What follows belongs to an exercise in optimizing a design on an open flow for small area, a short achievable clock period and few clock cycles; a production flow would make more cautious choices.
RTL that was checked went through simulation tests only; none was proved equivalent to the original.
Power is estimated from default activity; no workload was simulated.

==> module axi4_lite_slave, before the edit <==
module axi4_lite_slave #(
    parameter int unsigned ADDR_WIDTH = 32,
    parameter int unsigned DATA_WIDTH = 32
)(
    input  logic                  aclk,
    input  logic                  aresetn,         
    input  logic [ADDR_WIDTH-1:0] awaddr,
    input  logic                  awvalid,
    output logic                  awready,
    input  logic [DATA_WIDTH-1:0] wdata,
    input  logic [3:0]            wstrb,
    input  logic                  wvalid,
    output logic                  wready,
    output logic [1:0]            bresp,
    output logic                  bvalid,
    input  logic                  bready,
    input  logic [ADDR_WIDTH-1:0] araddr,
    input  logic                  arvalid,
    output logic                  arready,
    output logic [DATA_WIDTH-1:0] rdata,
    output logic [1:0]            rresp,
    output logic                  rvalid,
    input  logic                  rready
);
    localparam int unsigned NUM_REGS = 16;
    function automatic logic addr_ok(input logic [ADDR_WIDTH-1:0] a);
        addr_ok = (a[1:0] == 2'b00) && (a[ADDR_WIDTH-1:6] == '0);
    endfunction
    logic [DATA_WIDTH-1:0] reg_file [0:NUM_REGS-1];
    logic                  aw_v, w_v;      
    logic                  wr_go;          
    logic [3:0]            aw_idx;
    logic                  aw_ok;
    logic [DATA_WIDTH-1:0] w_data;
    logic [3:0]            w_strb;
    logic                  awready_r, wready_r;
    logic                  b0_v, b1_v;     
    logic                  b0_err, b1_err;
    logic aw_hs, w_hs, pair, aw_v_n, w_v_n, push, push_ok, pop;
    logic b0_v_n, b1_v_n;
    assign aw_hs   = awvalid & awready_r;
    assign w_hs    = wvalid & wready_r;
    assign pair    = aw_v & w_v;               
    assign aw_v_n  = aw_hs | (aw_v & ~pair);
    assign w_v_n   = w_hs  | (w_v  & ~pair);
    assign push    = aw_v_n & w_v_n;           
    assign push_ok = aw_hs ? addr_ok(awaddr) : aw_ok;
    assign pop     = b0_v & bready;
    assign b0_v_n  = b1_v | push | (b0_v & ~pop);
    assign b1_v_n  = ~pop & (b1_v | (b0_v & push));
    assign awready = awready_r;
    assign wready  = wready_r;
    assign bvalid  = b0_v;
    assign bresp   = {b0_err, 1'b0};
    always_ff @(posedge aclk) begin
        if (aw_hs) begin
            aw_idx <= awaddr[5:2];
            aw_ok  <= addr_ok(awaddr);
        end
        if (w_hs) begin
            w_data <= wdata;
            w_strb <= wstrb;
        end
        b0_err <= ((~b0_v | pop) & (b1_v ? b1_err : ~push_ok)) | (b0_v & ~pop & b0_err);
        if (~b1_v | pop) b1_err <= ~push_ok;
    end
    always_ff @(posedge aclk) begin
        if (!aresetn) begin
            aw_v      <= 1'b0;
            w_v       <= 1'b0;
            wr_go     <= 1'b0;
            b0_v      <= 1'b0;
            b1_v      <= 1'b0;
            awready_r <= 1'b1;
            wready_r  <= 1'b1;
        end else begin
            aw_v      <= aw_v_n;
            w_v       <= w_v_n;
            wr_go     <= push & push_ok;
            b0_v      <= b0_v_n;
            b1_v      <= b1_v_n;
            awready_r <= ~(aw_v_n & ~w_v_n) & ~b1_v_n;
            wready_r  <= ~(w_v_n & ~aw_v_n) & ~b1_v_n;
        end
    end
    logic [DATA_WIDTH-1:0] wr_d;
    assign wr_d = w_data & {DATA_WIDTH{aresetn}};
    always_ff @(posedge aclk) begin
        for (int i = 0; i < NUM_REGS; i++)
            for (int b = 0; b < 4; b++)
                if (!aresetn || (wr_go && aw_idx == 4'(i) && w_strb[b]))
                    reg_file[i][8*b +: 8] <= wr_d[8*b +: 8];
    end
    logic                  arready_r;
    logic                  rvalid_r, v1, v2;
    logic [3:0]            idx0, idx1, idx2;
    logic                  ok0, ok1, ok2;
    logic [DATA_WIDTH-1:0] rdata_r;
    logic                  rerr_r;
    logic ar_hs, take, ar_ok, v2_n, s_ok;
    logic [3:0] ar_idx;
    logic [NUM_REGS-1:0] s_sel;
    logic [DATA_WIDTH-1:0] rd_mux;
    assign ar_hs  = arvalid & arready_r;
    assign ar_idx = araddr[5:2];
    assign ar_ok  = addr_ok(araddr);
    assign take   = ~rvalid_r | rready;         
    assign v2_n   = ~take & (v2 | (v1 & ar_hs));
    assign s_ok   = take ? ok1  : ok0;
    logic [NUM_REGS*DATA_WIDTH-1:0] rf_flat;
    logic [NUM_REGS-1:0] sel0, sel1;
    always_comb begin
        for (int i = 0; i < NUM_REGS; i++) begin
            sel0[i] = ok0 && (idx0 == 4'(i));
            sel1[i] = ok1 && (idx1 == 4'(i));
            rf_flat[i*DATA_WIDTH +: DATA_WIDTH] = reg_file[i];
        end
    end
    axi4_lite_slave_selmux #(.N(NUM_REGS)) u_selmux (
        .s   (take),
        .a   (sel0),
        .b   (sel1),
        .y   (s_sel)
    );
    axi4_lite_slave_rdmux #(.N(NUM_REGS), .W(DATA_WIDTH)) u_rdmux (
        .sel (s_sel),
        .din (rf_flat),
        .dout(rd_mux)
    );
    assign arready = arready_r;
    assign rvalid  = rvalid_r;
    assign rdata   = rdata_r;
    assign rresp   = {rerr_r, 1'b0};
    always_ff @(posedge aclk) begin
        if (take) begin
            idx0 <= idx1;
            ok0  <= ok1;
        end
        if (take | ~v1) begin
            idx1 <= (take & v2) ? idx2 : ar_idx;
            ok1  <= (take & v2) ? ok2  : ar_ok;
        end
        if (~v2) begin
            idx2 <= ar_idx;
            ok2  <= ar_ok;
        end
        rdata_r <= rd_mux;
        rerr_r  <= ~s_ok;
    end
    always_ff @(posedge aclk) begin
        if (!aresetn) begin
            rvalid_r  <= 1'b0;
            v1        <= 1'b0;
            v2        <= 1'b0;
            arready_r <= 1'b1;
        end else begin
            rvalid_r  <= v1 | ~take;
            v1        <= (take ? v2 : v1) | ar_hs;
            v2        <= v2_n;
            arready_r <= ~v2_n;
        end
    end
endmodule
==> module axi4_lite_slave_selmux, before the edit <==
module axi4_lite_slave_selmux #(
    parameter int unsigned N = 16
)(
    input  logic         s,
    input  logic [N-1:0] a,
    input  logic [N-1:0] b,
    output logic [N-1:0] y
);
    assign y = s ? b : a;
endmodule
export LEC_CHECK = 0
export CAP_MARGIN = 20
export CORE_MARGIN = 2
export CORE_UTILIZATION = 40
export CTS_CLUSTER_DIAMETER = 80
export CTS_CLUSTER_SIZE = 25
export SETUP_SLACK_MARGIN = 2.0
export SLEW_MARGIN = 20
export SYNTH_HIERARCHICAL = 1
create_clock -name core_clock -period 4.0 [get_ports {aclk}]
standard.sh (not shown) runs the stock make flow with config.mk's settings and CLKGATE_MAP_FILE= SYNTH_SCRIPT=/design/flow/synth_recipe.tcl, a recipe that flattens the netlist after the stock synthesis.
==> flow/flow/run.sh <==
#!/bin/bash
# Standard ORFS layout, with the I/O port buffers made from a small buffer
# cell (buffer_ports -buffer_cell) instead of the one OpenROAD picks itself.
set -euo pipefail
EXTRA=()
[[ -f flow/extra_args ]] && mapfile -t EXTRA < flow/extra_args
bash standard.sh "BUFFER_PORTS_ARGS=-buffer_cell sky130_fd_sc_hd__buf_1" "${EXTRA[@]}" finish > make_finish.log 2>&1
Edit:
--- a/flow/design.v
+++ b/flow/design.v
@@ -97,32 +97,25 @@
     logic                  ok0, ok1, ok2;
     logic [DATA_WIDTH-1:0] rdata_r;
     logic                  rerr_r;
     logic ar_hs, take, ar_ok, v2_n, s_ok;
-    logic [3:0] ar_idx;
+    logic [3:0] ar_idx, s_idx;
     logic [NUM_REGS-1:0] s_sel;
     logic [DATA_WIDTH-1:0] rd_mux;
     assign ar_hs  = arvalid & arready_r;
     assign ar_idx = araddr[5:2];
     assign ar_ok  = addr_ok(araddr);
     assign take   = ~rvalid_r | rready;         
     assign v2_n   = ~take & (v2 | (v1 & ar_hs));
+    assign s_idx  = take ? idx1 : idx0;
     assign s_ok   = take ? ok1  : ok0;
     logic [NUM_REGS*DATA_WIDTH-1:0] rf_flat;
-    logic [NUM_REGS-1:0] sel0, sel1;
     always_comb begin
         for (int i = 0; i < NUM_REGS; i++) begin
-            sel0[i] = ok0 && (idx0 == 4'(i));
-            sel1[i] = ok1 && (idx1 == 4'(i));
+            s_sel[i] = s_ok && (s_idx == 4'(i));
             rf_flat[i*DATA_WIDTH +: DATA_WIDTH] = reg_file[i];
         end
     end
-    axi4_lite_slave_selmux #(.N(NUM_REGS)) u_selmux (
-        .s   (take),
-        .a   (sel0),
-        .b   (sel1),
-        .y   (s_sel)
-    );
     axi4_lite_slave_rdmux #(.N(NUM_REGS), .W(DATA_WIDTH)) u_rdmux (
         .sel (s_sel),
         .din (rf_flat),
         .dout(rd_mux)
@@ -174,14 +167,4 @@
         for (int i = 0; i < N; i++)
             dout = dout | (din[i*W +: W] & {W{sel[i]}});
     end
 endmodule
-module axi4_lite_slave_selmux #(
-    parameter int unsigned N = 16
-)(
-    input  logic         s,
-    input  logic [N-1:0] a,
-    input  logic [N-1:0] b,
-    output logic [N-1:0] y
-);
-    assign y = s ? b : a;
-endmodule
The new run finished with timing, DRC and antenna clean.
Sequential power hardly moves.
Core utilization went down by 0.13 points.
Global-route usage went down by 1.6 points.
Via count went down by 4.7%.
Routed wire length went down by 13%.
Power went down by 1.2%.
Testbench counts after the change, summed over its fixed seeds: cycles 3,735.
Function not checked in the first run of this note: the RTL went through the layout flow alone.

* * *

The RTL this note starts from:
==> flow/design.v <==
module axi4_lite_slave #(
    parameter int unsigned ADDR_WIDTH = 32,
    parameter int unsigned DATA_WIDTH = 32
)(
    input  logic                  aclk,
    input  logic                  aresetn,         
    input  logic [ADDR_WIDTH-1:0] awaddr,
    input  logic                  awvalid,
    output logic                  awready,
    input  logic [DATA_WIDTH-1:0] wdata,
    input  logic [3:0]            wstrb,
    input  logic                  wvalid,
    output logic                  wready,
    output logic [1:0]            bresp,
    output logic                  bvalid,
    input  logic                  bready,
    input  logic [ADDR_WIDTH-1:0] araddr,
    input  logic                  arvalid,
    output logic                  arready,
    output logic [DATA_WIDTH-1:0] rdata,
    output logic [1:0]            rresp,
    output logic                  rvalid,
    input  logic                  rready
);
    localparam int unsigned NUM_REGS = 16;
    logic [DATA_WIDTH-1:0] reg_file [0:NUM_REGS-1];
    logic       aw_v;                  
    logic [3:0] aw_idx;
    logic       aw_ok;
    logic       bvalid_r, berr_r;
    logic bspace, aw_hs, w_hs, wr_ok;
    logic [3:0] wr_idx;
    assign bspace  = ~bvalid_r | bready;       
    assign awready = ~aw_v | (wvalid & bspace);
    assign wready  = bspace & (aw_v | awvalid);
    assign aw_hs   = awvalid & awready;
    assign w_hs    = wvalid & wready;          
    logic awaddr_ok;
    axi4_lite_slave_aok #(.AW(ADDR_WIDTH)) u_awok (.a(awaddr), .ok(awaddr_ok));
    assign wr_idx  = aw_v ? aw_idx : awaddr[5:2];
    assign wr_ok   = aw_v ? aw_ok  : awaddr_ok;
    assign bvalid  = bvalid_r;
    assign bresp   = {berr_r, 1'b0};
    always_ff @(posedge aclk) begin
        if (aw_hs & (aw_v | ~w_hs)) begin
            aw_idx <= awaddr[5:2];
            aw_ok  <= awaddr_ok;
        end
        if (w_hs) berr_r <= ~wr_ok;
    end
    always_ff @(posedge aclk) begin
        if (!aresetn) begin
            aw_v     <= 1'b0;
            bvalid_r <= 1'b0;
        end else begin
            aw_v     <= aw_hs ? (aw_v | ~w_hs) : (aw_v & ~w_hs);
            bvalid_r <= w_hs | (bvalid_r & ~bready);
        end
    end
    logic [DATA_WIDTH-1:0] wr_d;
    assign wr_d = wdata & {DATA_WIDTH{aresetn}};
    logic [NUM_REGS-1:0] wr_dec;            
    logic                wr_en;             
    axi4_lite_slave_dec #(.N(NUM_REGS)) u_wrdec (.idx(wr_idx), .sel(wr_dec));
    assign wr_en = w_hs & wr_ok;
    always_ff @(posedge aclk) begin
        for (int i = 0; i < NUM_REGS; i++)
            for (int b = 0; b < 4; b++)
                if (!aresetn || (wr_en && wr_dec[i] && wstrb[b]))
                    reg_file[i][8*b +: 8] <= wr_d[8*b +: 8];
    end
    logic                  q0_v;
    logic [NUM_REGS-1:0]   q0_sel;          
    logic                  q0_err;
    logic                  rvalid_r;
    logic [DATA_WIDTH-1:0] rdata_r;
    logic                  rerr_r;
    logic ar_hs, take, adv, ar_ok;
    logic [3:0] ar_idx;
    logic [NUM_REGS-1:0] ar_sel;
    logic [DATA_WIDTH-1:0] rd_mux;
    assign take    = ~rvalid_r | rready;       
    assign adv     = q0_v & take;              
    assign arready = ~q0_v | take;
    assign ar_hs   = arvalid & arready;
    assign ar_idx  = araddr[5:2];
    axi4_lite_slave_aok #(.AW(ADDR_WIDTH)) u_arok (.a(araddr), .ok(ar_ok));
    always_comb begin
        for (int i = 0; i < NUM_REGS; i++)
            ar_sel[i] = ar_ok && (ar_idx == 4'(i));
        rd_mux = '0;
        for (int i = 0; i < NUM_REGS; i++)
            rd_mux = rd_mux | (reg_file[i] & {DATA_WIDTH{q0_sel[i]}});
    end
    assign rvalid  = rvalid_r;
    assign rdata   = rdata_r;
    assign rresp   = {rerr_r, 1'b0};
    always_ff @(posedge aclk) begin
        if (~q0_v | adv) begin
            q0_sel <= ar_sel;
            q0_err <= ~ar_ok;
        end
        if (adv) begin
            rdata_r <= rd_mux;
            rerr_r  <= q0_err;
        end
    end
    always_ff @(posedge aclk) begin
        if (!aresetn) begin
            q0_v     <= 1'b0;
            rvalid_r <= 1'b0;
        end else begin
            q0_v     <= ar_hs | (q0_v & ~adv);
            rvalid_r <= adv | (rvalid_r & ~rready);
        end
    end
endmodule
module axi4_lite_slave_dec #(
    parameter int unsigned N = 16
)(
    input  logic [3:0]   idx,
    output logic [N-1:0] sel
);
    always_comb begin
        for (int i = 0; i < N; i++)
            sel[i] = (idx == 4'(i));
    end
endmodule
module axi4_lite_slave_aok #(
    parameter int unsigned AW = 32
)(
    input  logic [AW-1:0] a,
    output logic          ok
);
    assign ok = (a[1:0] == 2'b00) && (a[AW-1:6] == '0);
endmodule
Settings: LEC_CHECK=0, CAP_MARGIN=20, CORE_MARGIN=2, CORE_UTILIZATION=40, CTS_CLUSTER_DIAMETER=80, CTS_CLUSTER_SIZE=25, SETUP_SLACK_MARGIN=2.0, SLEW_MARGIN=20, SYNTH_HIERARCHICAL=1; clock period 4.0 ns.
Scripts as last shown in full above: flow/flow/run.sh
Change:
--- a/flow/design.v
+++ b/flow/design.v
@@ -22,8 +22,11 @@
     output logic                  rvalid,
     input  logic                  rready
 );
     localparam int unsigned NUM_REGS = 16;
+    function automatic logic addr_ok(input logic [ADDR_WIDTH-1:0] a);
+        addr_ok = (a[1:0] == 2'b00) && (a[ADDR_WIDTH-1:6] == '0);
+    endfunction
     logic [DATA_WIDTH-1:0] reg_file [0:NUM_REGS-1];
     logic       aw_v;                  
     logic [3:0] aw_idx;
     logic       aw_ok;
@@ -34,18 +37,16 @@
     assign awready = ~aw_v | (wvalid & bspace);
     assign wready  = bspace & (aw_v | awvalid);
     assign aw_hs   = awvalid & awready;
     assign w_hs    = wvalid & wready;          
-    logic awaddr_ok;
-    axi4_lite_slave_aok #(.AW(ADDR_WIDTH)) u_awok (.a(awaddr), .ok(awaddr_ok));
     assign wr_idx  = aw_v ? aw_idx : awaddr[5:2];
-    assign wr_ok   = aw_v ? aw_ok  : awaddr_ok;
+    assign wr_ok   = aw_v ? aw_ok  : addr_ok(awaddr);
     assign bvalid  = bvalid_r;
     assign bresp   = {berr_r, 1'b0};
     always_ff @(posedge aclk) begin
         if (aw_hs & (aw_v | ~w_hs)) begin
             aw_idx <= awaddr[5:2];
-            aw_ok  <= awaddr_ok;
+            aw_ok  <= addr_ok(awaddr);
         end
         if (w_hs) berr_r <= ~wr_ok;
     end
     always_ff @(posedge aclk) begin
@@ -58,16 +59,18 @@
         end
     end
     logic [DATA_WIDTH-1:0] wr_d;
     assign wr_d = wdata & {DATA_WIDTH{aresetn}};
-    logic [NUM_REGS-1:0] wr_dec;            
-    logic                wr_en;             
-    axi4_lite_slave_dec #(.N(NUM_REGS)) u_wrdec (.idx(wr_idx), .sel(wr_dec));
-    assign wr_en = w_hs & wr_ok;
+    logic [NUM_REGS-1:0] wr_sel;            
+    axi4_lite_slave_dec #(.N(NUM_REGS)) u_wrdec (
+        .en  (w_hs & wr_ok),
+        .idx (wr_idx),
+        .sel (wr_sel)
+    );
     always_ff @(posedge aclk) begin
         for (int i = 0; i < NUM_REGS; i++)
             for (int b = 0; b < 4; b++)
-                if (!aresetn || (wr_en && wr_dec[i] && wstrb[b]))
+                if (!aresetn || (wr_sel[i] && wstrb[b]))
                     reg_file[i][8*b +: 8] <= wr_d[8*b +: 8];
     end
     logic                  q0_v;
     logic [NUM_REGS-1:0]   q0_sel;          
@@ -83,9 +86,9 @@
     assign adv     = q0_v & take;              
     assign arready = ~q0_v | take;
     assign ar_hs   = arvalid & arready;
     assign ar_idx  = araddr[5:2];
-    axi4_lite_slave_aok #(.AW(ADDR_WIDTH)) u_arok (.a(araddr), .ok(ar_ok));
+    assign ar_ok   = addr_ok(araddr);
     always_comb begin
         for (int i = 0; i < NUM_REGS; i++)
             ar_sel[i] = ar_ok && (ar_idx == 4'(i));
         rd_mux = '0;
@@ -117,20 +120,13 @@
 endmodule
 module axi4_lite_slave_dec #(
     parameter int unsigned N = 16
 )(
+    input  logic         en,
     input  logic [3:0]   idx,
     output logic [N-1:0] sel
 );
     always_comb begin
         for (int i = 0; i < N; i++)
-            sel[i] = (idx == 4'(i));
+            sel[i] = en && (idx == 4'(i));
     end
 endmodule
-module axi4_lite_slave_aok #(
-    parameter int unsigned AW = 32
-)(
-    input  logic [AW-1:0] a,
-    output logic          ok
-);
-    assign ok = (a[1:0] == 2'b00) && (a[AW-1:6] == '0);
-endmodule
Outcome:
- The changed run finished with timing, DRC and antenna clean
- wire length shrinks by about 13%
- total power shrinks by about 4.5%
- sequential share of layout area grows by 8.0 points
- design area shrinks by about 11%
- setup slack got worse by 0.51 ns
- core utilization shrinks by 4.9 points
- clock skew stays flat
- combinational power shrinks by about 46%
- count of clock-buffer cells in the layout grows by 12
- register-to-register slack got worse by 0.097 ns
- global-route usage shrinks by 1.8 points
- cell count shrinks by about 6%
No functional check of the RTL was part of any run of this note.

re-timing with driven ports:
In the flow no input, the clock included, has a driving cell. The finished layouts below were timed again as built, in two steps. Step 1 (the two cells are an assumption about what drives the block):
set clk [get_ports {aclk}]
set_driving_cell -lib_cell sky130_fd_sc_hd__clkbuf_16 $clk
set_driving_cell -lib_cell sky130_fd_sc_hd__buf_2 [delete_from_list [all_inputs] $clk]
Step 2 moves the port delays by t, midway between the first and last clock arrival at a register: inputs arrive t later, outputs are due t later. That takes back most of the time a late clock gives input paths. Three values: no drivers, after step 1, after step 2; two values: the first two.
run	t, ns	slack for setup (ns)	worst setup path after step 2	latest minus earliest clock arrival (ns)	worst data-port slew with drivers (ns)
the first run of note 1	0.665	1.796 / 1.796 / 1.338	input to register	0.035 / 0.036	0.07
the second run of note 1	0.655	1.660 / 1.660 / 1.081	input to register	0.027 / 0.027	0.05
the first run of note 2	0.653	1.687 / 1.687 / 1.138	input to register	0.016 / 0.017	0.10
the second run of note 2	0.643	1.179 / 1.212 / 0.570	input to register	0.021 / 0.021	0.11
After both steps every run listed still meets setup and hold. For the second run of note 2, which loses most, drivers alone change the setup slack by +0.033 ns; drivers and shift together by -0.609 ns.
